This is an optimization exercise on Yosys and OpenROAD, whose aim is small area, not a production implementation.
The RTL was checked by simulation tests, not by an equivalence proof against the original design.
In every run shown here, the design's own scripts or RTL, not TritonCTS, make the clock network.
The clock port is modelled as an ideal driver, which makes a skipped or thinned clock tree look cheaper than it is; a real chip needs a root buffer or a tree.

==> design/flow/design.v <==
module adder(output logic [7:0] result,
             output logic       cout,
             input  logic [7:0] a, b,
             input  logic       cin
);
    logic [8:0] c;
    assign c[0] = cin;
    for (genvar i = 0; i < 8; i++) begin : g_fa
        assign result[i] = a[i] ^ b[i] ^ c[i];
        assign c[i+1]    = (a[i] & b[i]) | (a[i] & c[i]) | (b[i] & c[i]);
    end
    assign cout = c[8];
endmodule
module signed_mult(output logic [7:0] m2,
                   output logic       exact,    
                   input  logic [2:0] address
);
    assign exact = !address[0] & (address[1] ^ address[2]);
    assign m2    = address[0] ? 8'd182 : {7'b1111111, exact};
endmodule
module mem (
    output logic neg,           
    output logic zero,          
    input  logic im,            
    input  logic [2:0] address
);
    always_comb begin
        case ({im, address})
            4'b0_000: begin neg = 0; zero = 0; end
            4'b0_001: begin neg = 0; zero = 0; end
            4'b0_010: begin neg = 0; zero = 1; end
            4'b0_011: begin neg = 1; zero = 0; end
            4'b0_100: begin neg = 1; zero = 0; end
            4'b0_101: begin neg = 1; zero = 0; end
            4'b0_110: begin neg = 0; zero = 0; end
            4'b0_111: begin neg = 0; zero = 0; end
            4'b1_000: begin neg = 0; zero = 1; end
            4'b1_001: begin neg = 1; zero = 0; end
            4'b1_010: begin neg = 1; zero = 0; end
            4'b1_011: begin neg = 1; zero = 0; end
            4'b1_100: begin neg = 0; zero = 1; end
            4'b1_101: begin neg = 0; zero = 0; end
            4'b1_110: begin neg = 0; zero = 0; end
            default:  begin neg = 0; zero = 0; end
        endcase
    end
endmodule
module debounce(
    input  logic clk,
    input  logic nReset,
    input  logic raw,
    output logic debounced
);
    logic [3:0] counter;
    logic       last_raw;
    always_ff @(posedge clk) begin
        if (raw != last_raw)
            counter <= '0;
        else
            counter <= counter + 1'b1;
    end
    always_ff @(posedge clk, negedge nReset) begin
        if (!nReset) begin
            last_raw  <= 1'b0;
            debounced <= 1'b0;
        end else begin
            last_raw <= raw;
            if (raw == last_raw && counter == 4'd15)
                debounced <= raw;
        end
    end
endmodule
module controller(
    output logic       load_W,       
    output logic       load_Ra,      
    output logic       step, first, last,   
    output logic [2:0] k,            
    output logic       show,         
    output logic [1:0] sel,          
    input  logic       Clock,
    input  logic       nReset,
    input  logic       ReadyIn       
);
    logic [4:0] state, next;
    assign next[0] = (!state[0] & !state[1] & !ReadyIn) | (!state[0] & state[1] & !state[3] & ReadyIn) | (!state[0] & !state[3] & state[4]) | (!state[0] & state[1] & state[4]) | (!state[1] & state[3] & !ReadyIn) | (!state[1] & state[2] & state[3]) | (!state[0] & state[2] & state[3] & ReadyIn);
    assign next[1] = (state[0] & !state[1] & !state[3]) | (!state[0] & state[1]) | (state[0] & !state[1] & state[2]) | (state[0] & !state[1] & ReadyIn);
    assign next[2] = (state[0] & state[1] & !state[2]) | (!state[1] & state[2]) | (!state[0] & state[2]) | (!state[0] & state[1] & state[3] & !state[4] & !ReadyIn);
    assign next[3] = (state[0] & state[1] & state[2] & !state[3]) | (!state[0] & state[3]) | (!state[2] & state[3]) | (!state[1] & state[3]);
    assign next[4] = (!state[3] & state[4]) | (!state[1] & state[4]) | (!state[2] & state[4]) | (state[0] & state[1] & state[3] & !state[4]);
    always_ff @(posedge Clock, negedge nReset) begin
        if (!nReset)
            state <= 5'd8;    
        else
            state <= next;
    end
    assign load_W  = (!state[2] & state[3] & !state[4]);
    assign load_Ra = (state[3] & !state[4]) | (!state[0] & !state[2] & state[3]);
    assign step    = (!state[3] & state[4]);
    assign first   = (!state[0] & !state[1] & !state[2]);
    assign last    = (state[0] & state[1] & state[2]);
    assign k       = state[2:0];
    assign show    = (!state[3] & !state[4]);
    assign sel[0]  = (state[1]);
    assign sel[1]  = (state[2]);
endmodule
module datapath (
    output logic [7:0] result,
    input  logic [7:0] dataIn,
    input  logic       Clock,
    input  logic       load_W, load_Ra,
    input  logic       step, first, last,
    input  logic [2:0] k,
    input  logic       show,
    input  logic [1:0] sel
);
    logic [2:0] idx;
    logic [7:0] Re_A, Re_B;
    logic       inexact;
    logic [7:0] m2;
    logic       exact;
    signed_mult mult_inst(.m2(m2), .exact(exact), .address(idx));
    logic       wneg, wzero;
    mem mem_inst(.neg(wneg), .zero(wzero), .im(sel[0]), .address(idx));
    logic       t, ceil_b, bit_b, cin, cout;
    logic [7:0] opa, opb, sum;
    assign t      = sel[1] ^ wneg;                     
    assign ceil_b = wneg & inexact & idx[0];           
    assign bit_b  = Re_A[k];                           
    assign opa    = step ? (bit_b ? (last ? ~m2 : m2) : 8'd0) :
                    sel[0] ? 8'd0 : Re_A;
    assign opb    = step ? (first ? 8'd0 : Re_B) :
                    wzero ? 8'd0 : (Re_B ^ {8{t}});
    assign cin    = step ? (last ? bit_b : exact) : (!wzero & (t ^ ceil_b));
    adder add_inst(.result(sum), .cout(cout), .a(opa), .b(opb), .cin(cin));
    always_ff @(posedge Clock) begin
        if (load_W) idx <= dataIn[2:0];
        if (step) inexact <= |Re_A[6:0];
        if (load_Ra) Re_A <= dataIn;
        if (step) Re_B <= {cout ^ (last & bit_b), sum[7:1]};
    end
    assign result = show ? sum : 8'd0;
endmodule
module fft_butterfly(
    output logic [7:0] result,
    input  logic       Clock,
    input  logic       nReset,
    input  logic       ReadyIn,
    input  logic [7:0] dataIn
);
    logic debouncedReady;
    logic load_W, load_Ra, step, first, last, show;
    logic [2:0] k;
    logic [1:0] sel;
    debounce debouncer (
        .clk(Clock), .nReset(nReset), .raw(ReadyIn), .debounced(debouncedReady)
    );
    controller ctrl (
        .load_W(load_W), .load_Ra(load_Ra),
        .step(step), .first(first), .last(last), .k(k),
        .show(show), .sel(sel),
        .Clock(Clock), .nReset(nReset), .ReadyIn(debouncedReady)
    );
    datapath datapath_inst (
        .result(result), .dataIn(dataIn), .Clock(Clock),
        .load_W(load_W), .load_Ra(load_Ra),
        .step(step), .first(first), .last(last), .k(k),
        .show(show), .sel(sel)
    );
endmodule
==> design/flow/flow/run.sh <==
#!/bin/bash
# Layout flow: the standard flow, with
#  - the smallest buffer on the ports;
#  - a one-level clock tree (flow/clock_tree.tcl) in place of ORFS's CTS,
#    with as few buffers as keep the estimated worst clock-pin slew under
#    flow/slew_target (ns).
# ORFS logs each step under orfs/logs; make's output goes to flow_*.log and
# the clock tree step's to clock_tree.log, here.
set -euo pipefail
W=$PWD
F=$W/flow
sed "s#^source \$::env(SCRIPTS_DIR)/synth_preamble.tcl\$#&\nlset abc_args 1 $F/abc_area.script#" \
    "$FLOW_HOME/scripts/synth.tcl" > synth_core.tcl
sed "s#^source \$::env(SCRIPTS_DIR)/synth.tcl\$#source $W/synth_core.tcl#" \
    synth_recipe.tcl > synth_area.tcl
grep -q "lset abc_args 1" synth_core.tcl
grep -q "synth_core.tcl" synth_area.tcl
VARS=("SYNTH_SCRIPT=$W/synth_area.tcl" "BUFFER_PORTS_ARGS=-buffer_cell sky130_fd_sc_hd__buf_1")
bash standard.sh "${VARS[@]}" place > flow_place.log 2>&1
export RESULTS=$W/orfs/results/sky130hd/fft_butterfly/base
export SLEW_TARGET=$(cat "$F/slew_target")
openroad -no_init -exit "$F/clock_tree.tcl" > clock_tree.log 2>&1
bash standard.sh "${VARS[@]}" finish > flow_finish.log 2>&1
==> design/flow/flow/abc_area.script <==
&get -n
&st
&deepsyn -J 100 -T 120
&syn2
&dch -f
&nf -a -R 1000
&st
&syn2
&dch -f
&nf -a -R 1000
&put
==> design/flow/flow/clock_tree.tcl <==
set P $::env(FLOW_HOME)/platforms/sky130hd
set R $::env(RESULTS)
read_lef $P/lef/sky130_fd_sc_hd.tlef
read_lef $P/lef/sky130_fd_sc_hd_merged.lef
read_liberty $P/lib/sky130_fd_sc_hd__tt_025C_1v80.lib
read_db $R/3_place.odb
read_sdc $R/3_place.sdc
source $P/setRC.tcl
set slew_target $::env(SLEW_TARGET)

set block [ord::get_db_block]
set clk [$block findNet Clock]
set sinks {}
foreach it [$clk getITerms] {
  set inst [$it getInst]
  set bb [$inst getBBox]
  lappend sinks [list [expr {([$bb xMin] + [$bb xMax]) / 2}] [expr {([$bb yMin] + [$bb yMax]) / 2}] $it]
}
set n [llength $sinks]

# balanced k-means: capacity ceil(n/g) per group
proc cluster {sinks g} {
  set n [llength $sinks]
  set cap [expr {($n + $g - 1) / $g}]
  set sorted [lsort -integer -index 0 $sinks]
  set centers {}
  for {set c 0} {$c < $g} {incr c} {
    set s [lindex $sorted [expr {int(($c + 0.5) * $n / $g)}]]
    lappend centers [list [lindex $s 0] [lindex $s 1]]
  }
  for {set iter 0} {$iter < 20} {incr iter} {
    set pairs {}
    set i 0
    foreach s $sinks {
      set c 0
      foreach ctr $centers {
        set d [expr {abs([lindex $s 0] - [lindex $ctr 0]) + abs([lindex $s 1] - [lindex $ctr 1])}]
        lappend pairs [list $d $i $c]
        incr c
      }
      incr i
    }
    set pairs [lsort -integer -index 0 $pairs]
    array unset asg; array unset cnt
    for {set c 0} {$c < $g} {incr c} { set cnt($c) 0 }
    foreach p $pairs {
      lassign $p d i c
      if {[info exists asg($i)] || $cnt($c) >= $cap} continue
      set asg($i) $c; incr cnt($c)
    }
    set newc {}
    for {set c 0} {$c < $g} {incr c} {
      set sx 0; set sy 0; set m 0
      for {set i 0} {$i < $n} {incr i} {
        if {$asg($i) == $c} { incr sx [lindex $sinks $i 0]; incr sy [lindex $sinks $i 1]; incr m }
      }
      lappend newc [list [expr {$sx / $m}] [expr {$sy / $m}]]
    }
    set centers $newc
  }
  set groups {}
  for {set c 0} {$c < $g} {incr c} {
    set mem {}
    for {set i 0} {$i < $n} {incr i} { if {$asg($i) == $c} { lappend mem [lindex $sinks $i 2] } }
    lappend groups [list [lindex $centers $c] $mem]
  }
  return $groups
}

proc build {groups cell} {
  set block [ord::get_db_block]
  set clk [$block findNet Clock]
  set master [[ord::get_db] findMaster $cell]
  set made {}
  set g 0
  foreach grp $groups {
    lassign $grp ctr mem
    set buf [odb::dbInst_create $block $master clkbuf_root_$g]
    set net [odb::dbNet_create $block clknet_root_$g]
    $net setSigType CLOCK
    foreach it $mem { $it disconnect; $it connect $net }
    [$buf findITerm A] connect $clk
    [$buf findITerm X] connect $net
    $buf setLocation [lindex $ctr 0] [lindex $ctr 1]
    $buf setPlacementStatus PLACED
    lappend made [list $buf $net $mem]
    incr g
  }
  return $made
}

proc unbuild {made} {
  set block [ord::get_db_block]
  set clk [$block findNet Clock]
  foreach m $made {
    lassign $m buf net mem
    foreach it $mem { $it disconnect; $it connect $clk }
    odb::dbInst_destroy $buf
    odb::dbNet_destroy $net
  }
}

proc worst_clk_slew {} {
  estimate_parasitics -placement
  set w 0
  foreach p [all_registers -clock_pins] {
    set s [get_property $p slew_max]
    if {$s > $w} { set w $s }
  }
  return $w
}

set_propagated_clock [all_clocks]
set done 0
foreach cfg {{3 sky130_fd_sc_hd__clkbuf_4} {4 sky130_fd_sc_hd__clkbuf_4} {4 sky130_fd_sc_hd__clkbuf_8}} {
  lassign $cfg g cell
  set made [build [cluster $sinks $g] $cell]
  set w [worst_clk_slew]
  puts "clock tree: $g x $cell, estimated worst clock-pin slew $w"
  if {$w < $slew_target || $cell eq "sky130_fd_sc_hd__clkbuf_8"} { set done 1; break }
  unbuild $made
}
detailed_placement
check_placement -verbose
estimate_parasitics -placement
puts "worst clock-pin slew after legalisation: [worst_clk_slew]"
report_clock_skew
report_worst_slack -min
report_worst_slack -max
write_db $R/4_1_cts.odb
write_sdc $R/4_cts.sdc
==> design/flow/flow/slew_target <==
0.115
==> design/flow/standard.sh <==
#!/bin/bash
# synth_recipe.tcl (not shown) runs the flow's synth.tcl, then flattens the netlist and writes it again
# the make line also repeats each setting of config.mk as NAME=value (left out here)
make -C /OpenROAD-flow-scripts/flow DESIGN_CONFIG=/design/flow/config.mk WORK_HOME=/design/flow/orfs CLKGATE_MAP_FILE= SYNTH_SCRIPT=/design/flow/synth_recipe.tcl "${@:-finish}"
==> design/flow/config.mk <==
export PLATFORM = sky130hd
export DESIGN_NAME = fft_butterfly
export DESIGN_NICKNAME = fft_butterfly
export VERILOG_FILES = /design/flow/design.v
export SDC_FILE = /design/flow/constraint.sdc
export NUM_CORES = 4
export LEC_CHECK = 0
export CAP_MARGIN = 20
export CORE_MARGIN = 2
export CORE_UTILIZATION = 40
export SLEW_MARGIN = 20
==> design/flow/constraint.sdc <==
create_clock -name core_clock -period 10.0 [get_ports {Clock}]
set_input_delay 2.0000 -clock core_clock [delete_from_list [all_inputs] [get_ports {Clock}]]
set_output_delay 2.0000 -clock core_clock [all_outputs]
set_load 0.01 [all_outputs]
==> run notes, run 1 <==
status timing/DRC/antenna clean; # IOs 19; post-synthesis async set-or-reset flop share 0.226; FP Rows 23; Hold Path Class flop to flop; Worst Path Required 8.00 ns; Routed WL per cell 13.7 um; WHS Path Cells 1; clock-pin slew on the worst setup and hold paths 0.08 ns; EDFF count, synth 20; Register Area 857 um^2; DIE AREA 4580 um^2; # setup viols final 0; met1 Use GR 0.204; FF-to-FF path depth 16; initial DRC count 48; Unique masters post-synth 31; Final Hold Fails 0; Mapped Cells 144; Layout area overhead 9.87%; most frequent cells in the layout 20 x edfxtp_1, 18 x buf_1, 15 x nand2_1; Hold WS 0.456 ns; largest net degree at the start of global routing 17; Final GP Congestion 0.819; Final min period 7.43 ns; non-filler cells in the finished layout 216; WP data arrival 5.43 ns; Crit. End Element output port; layout cells sized above 1 0.0361; Worst Path Max Fanout 13; routing usage on met2 0.223; Yosys top cell by area edfxtp_1; DP Cell Count 212; CP Launch Type flop; Final Max Tran Viols 0; FF+latch count, synth 31; # diodes 0; Die H 67.7 um; initial core utilization 0.412; Setup TNS 0 ns; register area share after synthesis 0.528; Cell Area, Synth 1620 um^2; Synth Area per Inst 11.3 um^2; share of the synthesized area in the top cell type 0.370; routed vias 1139; GR Util All Layers 0.138; Worst Tran Pin Value 0.670 ns; Top FF cell, synth edfxtp_1; area of the core 3940 um^2; commonest non-fill, non-tap cell in the layout edfxtp_1; vias in the first global route 1077; RSZ-0062 raised after global routing no; Synthesis Warnings 4; gr busiest metal met2; post-route ant nets 0; Max-Cap Viols 0; Vias/cell 5.27; initial antenna violation count 0; GR Util met3 0.0167; DR pass1 iterations 4; headroom to the max-slew limit 0.553; worst-skew pair later-pin latency 0.16 ns; total length of routed wires 2.96 mm; Fillers 373; fin crit share 0.743; fmax 0.135 GHz; first-pass GRT wire length 4.91 mm; clk_skew 0.0163 ns; Synth Net Count 164; die width 67.7 um; total grt overflow 0; PortBufs 18; Post-DP HPWL 2.25 mm; WS Path Type flop to output port; DRC 0; Final Net Count 188; synth top area cells edfxtp_1 37%, fa_1 9.9%, dfrtp_1 9.3%; area occupied by multi-input gates 739 um^2
## final timing paths
kind | startpoint | end | slack, ns
max | ctrl.state[3]$_DFF_PN1_ | result[7] | 2.57
min | debouncer.counter[0]$_SDFF_PN0_ | debouncer.counter[0]$_SDFF_PN0_ | 0.46
max reg2reg | ctrl.state[3]$_DFF_PN1_ | datapath_inst.Re_B[6]$_DFFE_PP_ | 4.91
min reg2reg | debouncer.counter[0]$_SDFF_PN0_ | debouncer.counter[0]$_SDFF_PN0_ | 0.46
max in group asynchronous | nReset | ctrl.state[3]$_DFF_PN1_ | 7.97
min in group asynchronous | nReset | ctrl.state[0]$_DFF_PN0_ | 1.73
## final cells by class
cell class,count,share of cell area
repair buffers,18,0.0379
flip-flops and latches,31,0.481
multi-input cells,106,0.415
well taps,50,0.0351
inverters,7,0.0147
plain buffers,4,0.0168
## synth_stat cells (3+ instances only)
library cell and n:
edfxtp_1 20, nand2_1 15, o21ai_0 14, nor2_1 13, fa_1 8, a21oi_1 7, clkinv_1 7, and2_0 6
dfrtp_1 6, a21o_1 5, nor3_1 5, dfxtp_1 4, xnor2_1 4, xor2_1 4, a31oi_1 3, mux2i_1 3
nand3_1 3
## layer usage
metal	wire, um	share of wire
met5	0	0
met4	16	0.0054
met3	145	0.049
met2	1360	0.46
met1	1430	0.48
## through the flow
step / setup slack (ns) / utilization / cell area [um^2]
after floorplan: 3.22 / - / 1620
after global routing: 2.19 / 0.452 / 1780
final: 2.57 / 0.452 / 1780
after detailed placement: 2.79 / 0.445 / 1750
after global placement: 2.80 / 0.445 / 1750
## worst max-delay path, cell delays in order (launching register included)
cell	delay (ns)
dfstp_2	0.62
clkinv_1	0.18
nand2_1	0.19
clkinv_1	0.40
nand2_1	0.20
a21oi_1	0.06
a21o_1	0.18
fa_1	0.43
fa_1	0.39
fa_1	0.41
fa_1	0.40
fa_1	0.39
fa_1	0.37
clkinv_1	0.06
fa_1	0.17
fa_1	0.44
nor3_1	0.21
buf_1	0.17
## sequential cells by signal, indices dropped and copies added (netlist names)
signal                 count
ctrl.state                 5
datapath_inst.Re_A         8
datapath_inst.Re_B         8
datapath_inst.idx          3
datapath_inst.inexact      1
debouncer.counter          4
debouncer.debounced        1
debouncer.last_raw         1
## logic make-up after synthesis
| group | share of synthesized area |
|---|---|
| flip-flops | 0.528 |
| multiplexers | 0.0324 |
| AO/OA/AOI/OAI | 0.133 |
| AND/OR/NAND/NOR | 0.141 |
| XOR/XNOR | 0.0432 |
| buffers and inverters | 0.0162 |
| adder cells (fa/ha/maj) | 0.106 |
==> inputs of run 2 (changes only) <==
==> design/flow/flow/slew_target (replaced) <==
0.120
==> run notes, run 2 <==
status timing/DRC/antenna clean; layout cells sized above 1 0.0303 (-0.00584); met1 Use GR 0.209 (+0.00537); Reg2Reg Capture Point datapath_inst.Re_B[6]$_DFFE_PP_; Cell Area, Synth 1620 um^2 (unchanged); Top FF cell, synth edfxtp_1; # IOs 19 (unchanged); initial DRC count 69 (+44%); Setup TNS 0 ns (unchanged); worst-path cell chain clkinv_1 -> nand2_1 -> clkinv_1 -> nand2_1 -> a21oi_1 -> a21o_1 -> fa_1 -> fa_1 -> fa_1 -> fa_1 -> fa_1 -> fa_1 -> clkinv_1 -> fa_1 -> fa_1 -> nor3_1 -> buf_1; Max-Cap Viols 0 (unchanged); initial core utilization 0.412 (unchanged); fin crit share 0.746 (+0.00272); Final Hold Fails 0 (unchanged); most frequent cells in the layout 20 x edfxtp_1, 18 x buf_1, 15 x nand2_1; Worst Path Required 8.00 ns (about the same); biggest regs datapath_inst.Re_A x8, datapath_inst.Re_B x8, ctrl.state x5; initial antenna violation count 0 (unchanged); Synthesis Warnings 4 (unchanged); Hold Path Class flop to flop; Max stage delay on crit path 0.62 ns (about the same); vias in the first global route 1063 (-1.3%); total grt overflow 0 (unchanged); worst-skew pair later-pin latency 0.16 ns (about the same); Synth Net Count 164 (unchanged); die width 67.7 um (unchanged); worst r2r src ctrl.state[3]$_DFF_PN1_; synth top area cells edfxtp_1 37%, fa_1 9.9%, dfrtp_1 9.3%; first-pass GRT wire length 4.87 mm (-0.83%); Hold Path End debouncer.counter[0]$_SDFF_PN0_; register area share after synthesis 0.528 (unchanged); FP Rows 23 (unchanged); commonest non-fill, non-tap cell in the layout edfxtp_1; EDFF count, synth 20 (unchanged); gr busiest metal met2; Synth Area per Inst 11.3 um^2 (unchanged); area of the core 3940 um^2 (unchanged); Final Max Tran Viols 0 (unchanged); Post-DP HPWL 2.25 mm (unchanged); worst reg-to-reg setup slack 4.91 ns (about the same); Unique masters post-synth 31 (unchanged); largest net degree at the start of global routing 17 (unchanged); FF+latch count, synth 31 (unchanged); CP Launch Type flop; Final Net Count 187 (-0.53%); post-synthesis async set-or-reset flop share 0.226 (unchanged); Die H 67.7 um (unchanged); top-count cell post-synth edfxtp_1; Worst Tran Pin Value 0.680 ns (+0.00977 ns); Vias/cell 5.25 (-0.51%); DR pass1 iterations 4 (unchanged); Worst Path Max Fanout 13 (unchanged); Final Util 0.450 (-0.00190); fmax 0.134 GHz (-0.36%); headroom to the max-slew limit 0.547 (-0.00651); GR Util met3 0.0133 (-0.00333); # setup viols final 0 (unchanged); Crit path top cell by count fa_1; WP data arrival 5.46 ns (+0.03 ns); RSZ-0062 raised after global routing no; routed vias 1128 (-0.97%); total length of routed wires 2.88 mm (-2.8%); DIE AREA 4580 um^2 (unchanged); PortBufs 18 (unchanged); routing usage on met2 0.218 (-0.00490); Hold Startpoint debouncer.counter[0]$_SDFF_PN0_; GR Util All Layers 0.137 (-0.00106); CP max-delay cell dfstp_2; clk_skew 0.00509 ns (-0.0112 ns); commonest cells in the netlist 20 x edfxtp_1, 15 x nand2_1, 14 x o21ai_0, 13 x nor2_1, 8 x fa_1; Crit. End Element output port; # diodes 0 (unchanged); DRC 0 (unchanged); Yosys top cell by area edfxtp_1; Final min period 7.46 ns (+0.0272 ns); Layout area overhead 9.41%; WS Path Type flop to output port; post-route ant nets 0 (unchanged); FF-to-FF path depth 16 (unchanged); share of the synthesized area in the top cell type 0.370 (unchanged); Mapped Cells 144 (unchanged); clock-pin slew on the worst setup and hold paths 0.11 ns (+0.03 ns); Final GP Congestion 0.819 (unchanged); WHS Path Cells 1 (unchanged); Routed WL per cell 13.4 um (-2.4%)
==> run 2: cell count changes in the layout (fill, tap and decap cells not counted) <==
cell and delta:
clkbuf_4 -1
==> run 2: layout make-up <==
type	count	area, um^2
timing repair buffer	18	67.6
multi-input combinational	106	739
sequential	31	857
fill	367	2170
tap	50	62.6
inverter	7	26.3
buffer	3	22.5
==> run 2: critical path, delay by kind of cell, from the launching register on <==
family          cells  cell delay, ns
fa+ha+maj           8            3.01
buf+inv             4            0.81
flops               1            0.62
simple gates        3            0.60
compound gates      2            0.24
==> run 2: worst max path at each step <==
stage                       startpoint   endpoint  slack, ns  depth (start not counted)
3_3_place_gp   ctrl.state[3]$_DFF_PN1_  result[7]       2.80                         17
2_1_floorplan  ctrl.state[3]$_DFF_PN1_  result[7]       3.22                         16
6_report       ctrl.state[3]$_DFF_PN1_  result[7]       2.54                         17
3_5_place_dp   ctrl.state[3]$_DFF_PN1_  result[7]       2.79                         17
5_1_grt        ctrl.state[3]$_DFF_PN1_  result[7]       2.16                         17
==> run 2: stage by stage <==
step | setup WS, ns | instance area [um^2] | std cells | hold slack [ns]
after floorplan | 3.22 | 1620 | 144 | 0.418
after global placement | 2.80 | 1750 | 212 | 0.430
after detailed placement | 2.79 | 1750 | 212 | 0.443
after global routing | 2.16 | 1780 | 215 | 0.472
final | 2.54 | 1780 | 215 | 0.457
==> run 2: logic make-up after synthesis <==
| family | count (synthesis) | share of synthesized area |
|---|---|---|
| simple gates | 49 | 0.141 |
| compound gates | 36 | 0.133 |
| flops | 31 | 0.528 |
| fa+ha+maj | 9 | 0.106 |
| xor+xnor | 8 | 0.0432 |
| buf+inv | 7 | 0.0162 |
| mux | 4 | 0.0324 |
==> run 2: metal layers <==
metal / up-vias / wire, um
met1: 544 / 1430
li1: 560 / -
met5: - / 0
met3: 2 / 127
met4: 0 / 21
met2: 22 / 1300
==> inputs of run 3 (changes only) <==
--- a/design/flow/design.v
+++ b/design/flow/design.v
@@ -82,11 +82,11 @@
     input  logic       ReadyIn       
 );
     logic [4:0] state, next;
-    assign next[0] = (!state[0] & !state[1] & !ReadyIn) | (!state[0] & state[1] & !state[3] & ReadyIn) | (!state[0] & !state[3] & state[4]) | (!state[0] & state[1] & state[4]) | (!state[1] & state[3] & !ReadyIn) | (!state[1] & state[2] & state[3]) | (!state[0] & state[2] & state[3] & ReadyIn);
-    assign next[1] = (state[0] & !state[1] & !state[3]) | (!state[0] & state[1]) | (state[0] & !state[1] & state[2]) | (state[0] & !state[1] & ReadyIn);
+    assign next[0] = (!state[0] & !state[1] & !ReadyIn) | (!state[0] & state[1] & !state[3] & ReadyIn) | (!state[1] & state[2] & state[3]) | (!state[0] & state[1] & state[4]) | (!state[0] & !state[3] & state[4]) | (!state[1] & state[3] & !ReadyIn) | (!state[0] & state[2] & state[3] & ReadyIn);
+    assign next[1] = (state[0] & !state[1] & !state[3]) | (!state[0] & state[1]) | (state[0] & !state[1] & ReadyIn) | (state[0] & !state[1] & state[2]);
     assign next[2] = (state[0] & state[1] & !state[2]) | (!state[1] & state[2]) | (!state[0] & state[2]) | (!state[0] & state[1] & state[3] & !state[4] & !ReadyIn);
-    assign next[3] = (state[0] & state[1] & state[2] & !state[3]) | (!state[0] & state[3]) | (!state[2] & state[3]) | (!state[1] & state[3]);
-    assign next[4] = (!state[3] & state[4]) | (!state[1] & state[4]) | (!state[2] & state[4]) | (state[0] & state[1] & state[3] & !state[4]);
+    assign next[3] = (state[0] & state[1] & state[2] & !state[3]) | (!state[1] & state[3]) | (!state[2] & state[3]) | (!state[0] & state[3]);
+    assign next[4] = (!state[3] & state[4]) | (!state[2] & state[4]) | (state[0] & state[2] & state[3] & !state[4]);
     always_ff @(posedge Clock, negedge nReset) begin
         if (!nReset)
             state <= 5'd8;    
@@ -94,7 +94,7 @@
             state <= next;
     end
     assign load_W  = (!state[2] & state[3] & !state[4]);
-    assign load_Ra = (state[3] & !state[4]) | (!state[0] & !state[2] & state[3]);
+    assign load_Ra = (state[1] & state[3] & !state[4]) | (!state[0] & !state[2] & state[3]);
     assign step    = (!state[3] & state[4]);
     assign first   = (!state[0] & !state[1] & !state[2]);
     assign last    = (state[0] & state[1] & state[2]);
==> run notes, run 3 <==
Hold WS 0.464 ns (+0.00633 ns); # setup viols final 0 (unchanged); Final Util 0.449 (-0.00127); Vias/cell 5.37 (+2.3%); routed vias 1181 (+4.7%); fin crit share 0.747 (+0.00122); Mapped Cells 149 (+3.5%); FF-to-FF path depth 16 (unchanged); Crit. End Element output port; Hold Path End debouncer.counter[0]$_SDFF_PN0_; largest net degree at the start of global routing 12 (-5); clock-pin slew on the worst setup and hold paths 0.10 ns (about the same); Fillers 402 (+9.5%); # diodes 0 (unchanged); share of the synthesized area in the top cell type 0.371 (+0.00114); Cell Area, Synth 1620 um^2 (-0.31%); first-pass GRT wire length 5.38 mm (+10%); Die H 67.6 um (-0.15%); Final Max Tran Viols 0 (unchanged); biggest regs datapath_inst.Re_A x8, datapath_inst.Re_B x8, ctrl.state x5; Synth Area per Inst 10.9 um^2 (-3.7%); post-synthesis async set-or-reset flop share 0.226 (unchanged); Synth Net Count 169 (+3.0%); PortBufs 18 (unchanged); layout cells sized above 1 0.0235 (-0.00677); Yosys top cell by area edfxtp_1; Register Area 857 um^2 (unchanged); Worst Path Required 8.00 ns (about the same); WS Path Type flop to output port; headroom to the max-slew limit 0.556 (+0.00965); commonest non-fill, non-tap cell in the layout edfxtp_1; EDFF count, synth 20 (unchanged); RSZ-0062 raised after global routing no; top-count cell post-synth edfxtp_1; Final GP Congestion 0.818 (-0.18%); initial core utilization 0.410 (-0.00127); total length of routed wires 3.09 mm (+7.4%); DR pass1 iterations 4 (unchanged); FF+latch count, synth 31 (unchanged); worst-skew pair later-pin latency 0.17 ns (about the same); commonest cells in the netlist 20 x edfxtp_1, 17 x nor2_1, 14 x o21ai_0, 13 x nand2_1, 12 x a21oi_1; synth top area cells edfxtp_1 37%, fa_1 9.9%, dfrtp_1 9.3%; Layout area overhead 9.44% (about the same); DIE AREA 4570 um^2 (-0.30%); # IOs 19 (unchanged); vias in the first global route 1134 (+6.7%); Routed WL per cell 14.0 um (+5.0%); Unique masters post-synth 27 (-13%); DRC 0 (unchanged); area of the core 3940 um^2 (unchanged); initial antenna violation count 0 (unchanged); post-route ant nets 0 (unchanged); WP data arrival 5.47 ns (about the same); Post-DP HPWL 2.43 mm (+8.2%); Hold Path Class flop to flop; most frequent cells in the layout 20 x edfxtp_1, 18 x buf_1, 17 x nor2_1; GR Util All Layers 0.149 (+0.0123); worst reg-to-reg setup slack 4.90 ns (about the same); total grt overflow 0 (unchanged); Reg2Reg Capture Point datapath_inst.Re_B[6]$_DFFE_PP_; area occupied by multi-input gates 734 um^2 (-0.68%); register area share after synthesis 0.530 (+0.00163); Worst Path Max Fanout 11 (-2); Max-Cap Viols 0 (unchanged); Top FF cell, synth edfxtp_1; Synthesis Warnings 4 (unchanged); Setup TNS 0 ns (unchanged); Final Hold Fails 0 (unchanged); FP Rows 23 (unchanged); WHS Path Cells 1 (unchanged); Final min period 7.47 ns (+0.0122 ns); die width 67.6 um (-0.15%); clk_skew 0.00731 ns (+0.00222 ns); Worst Tran Pin Value 0.665 ns (-0.0145 ns); fmax 0.134 GHz (-0.16%); Final Net Count 192 (+2.7%); Hold Startpoint debouncer.counter[0]$_SDFF_PN0_; status timing/DRC/antenna clean; worst r2r src ctrl.state[3]$_DFF_PN1_; CP Launch Type flop; initial DRC count 49 (-29%)
-- run 3: worst max-delay path by stage --
stage | depth (start not counted) | slack, ns | end | startpoint
floorplan | 16 | 3.20 | result[7] | ctrl.state[3]$_DFF_PN1_
global placement | 17 | 2.75 | result[7] | ctrl.state[3]$_DFF_PN1_
detailed placement | 17 | 2.73 | result[7] | ctrl.state[3]$_DFF_PN1_
global route | 17 | 2.20 | result[7] | ctrl.state[3]$_DFF_PN1_
finish | 17 | 2.53 | result[7] | ctrl.state[3]$_DFF_PN1_
-- run 3: cell families (layout without fill, tap and decap cells) --
logic type                 count (synthesis)  count (layout)  share of synthesized area
AOI/OAI and AO/OA                         38              38                      0.136
muxes                                      2               2                     0.0131
xor gates and xnor gates                   8               8                     0.0433
DFF                                       31              31                      0.530
and+or+nand+nor                           54              54                      0.155
adders and majority gates                  9               9                      0.107
buffers and inverters                      7              28                     0.0162
-- run 3: layout make-up --
cell class / count / area share
well taps: 50 / 0.0353
repair buffers: 18 / 0.0382
inverters: 7 / 0.0148
plain buffers: 3 / 0.0127
multi-input cells: 111 / 0.415
flip-flops and latches: 31 / 0.484
-- run 3: critical path, cell delays in order, from the launching register on --
cell      delay (ns)
dfstp_2         0.60
clkinv_1        0.18
nand2_1         0.24
clkinv_1        0.39
o21ai_0         0.22
a21oi_1         0.07
a21o_1          0.18
fa_1            0.43
fa_1            0.39
fa_1            0.40
fa_1            0.39
fa_1            0.38
fa_1            0.37
clkinv_1        0.07
fa_1            0.18
fa_1            0.43
nor3_1          0.21
buf_1           0.17
-- run 3: per-layer routing --
layer  global-route usage  share of wire  vias up
met4               0.0179          0.012        0
met2                0.275           0.50       25
li1                     -              -      584
met5                    0              0        -
met1                0.198           0.44      570
met3              0.00833          0.047        2
-- run 3: through the flow --
stage	cell area (um^2)	instances	worst slack, ns
after floorplan	1620	149	3.20
after global placement	1750	217	2.75
after detailed placement	1750	217	2.73
after global routing	1770	220	2.20
final	1770	220	2.53

==> re-timing with driven ports <==
Ports are ideal in the flow. The routed layouts listed here were re-timed in OpenROAD. Step 1 sets driving cells, clkbuf_16 on the clock port and buf_2 on the other inputs (assumed; they add their load-dependent delay and slew). Step 2 times the ports against the registers' clock, not the clock port: input delays grow and output delays shrink by t, the midpoint of the rising clock arrivals with the driver on. Three values: ideal ports, drivers, drivers and shift; two values: the first two.
run	shift t [ns]	slack for setup (ns)	worst hold slack (ns)	worst data-port slew with drivers (ns)
run 1	0.194	2.567 / 2.525 / 2.718	0.456 / 0.456 / 0.456	0.03
run 2	0.198	2.540 / 2.505 / 2.703	0.457 / 0.457 / 0.457	0.03
run 3	0.203	2.528 / 2.491 / 2.693	0.464 / 0.464 / 0.464	0.03
After both steps every run listed still meets setup and hold.
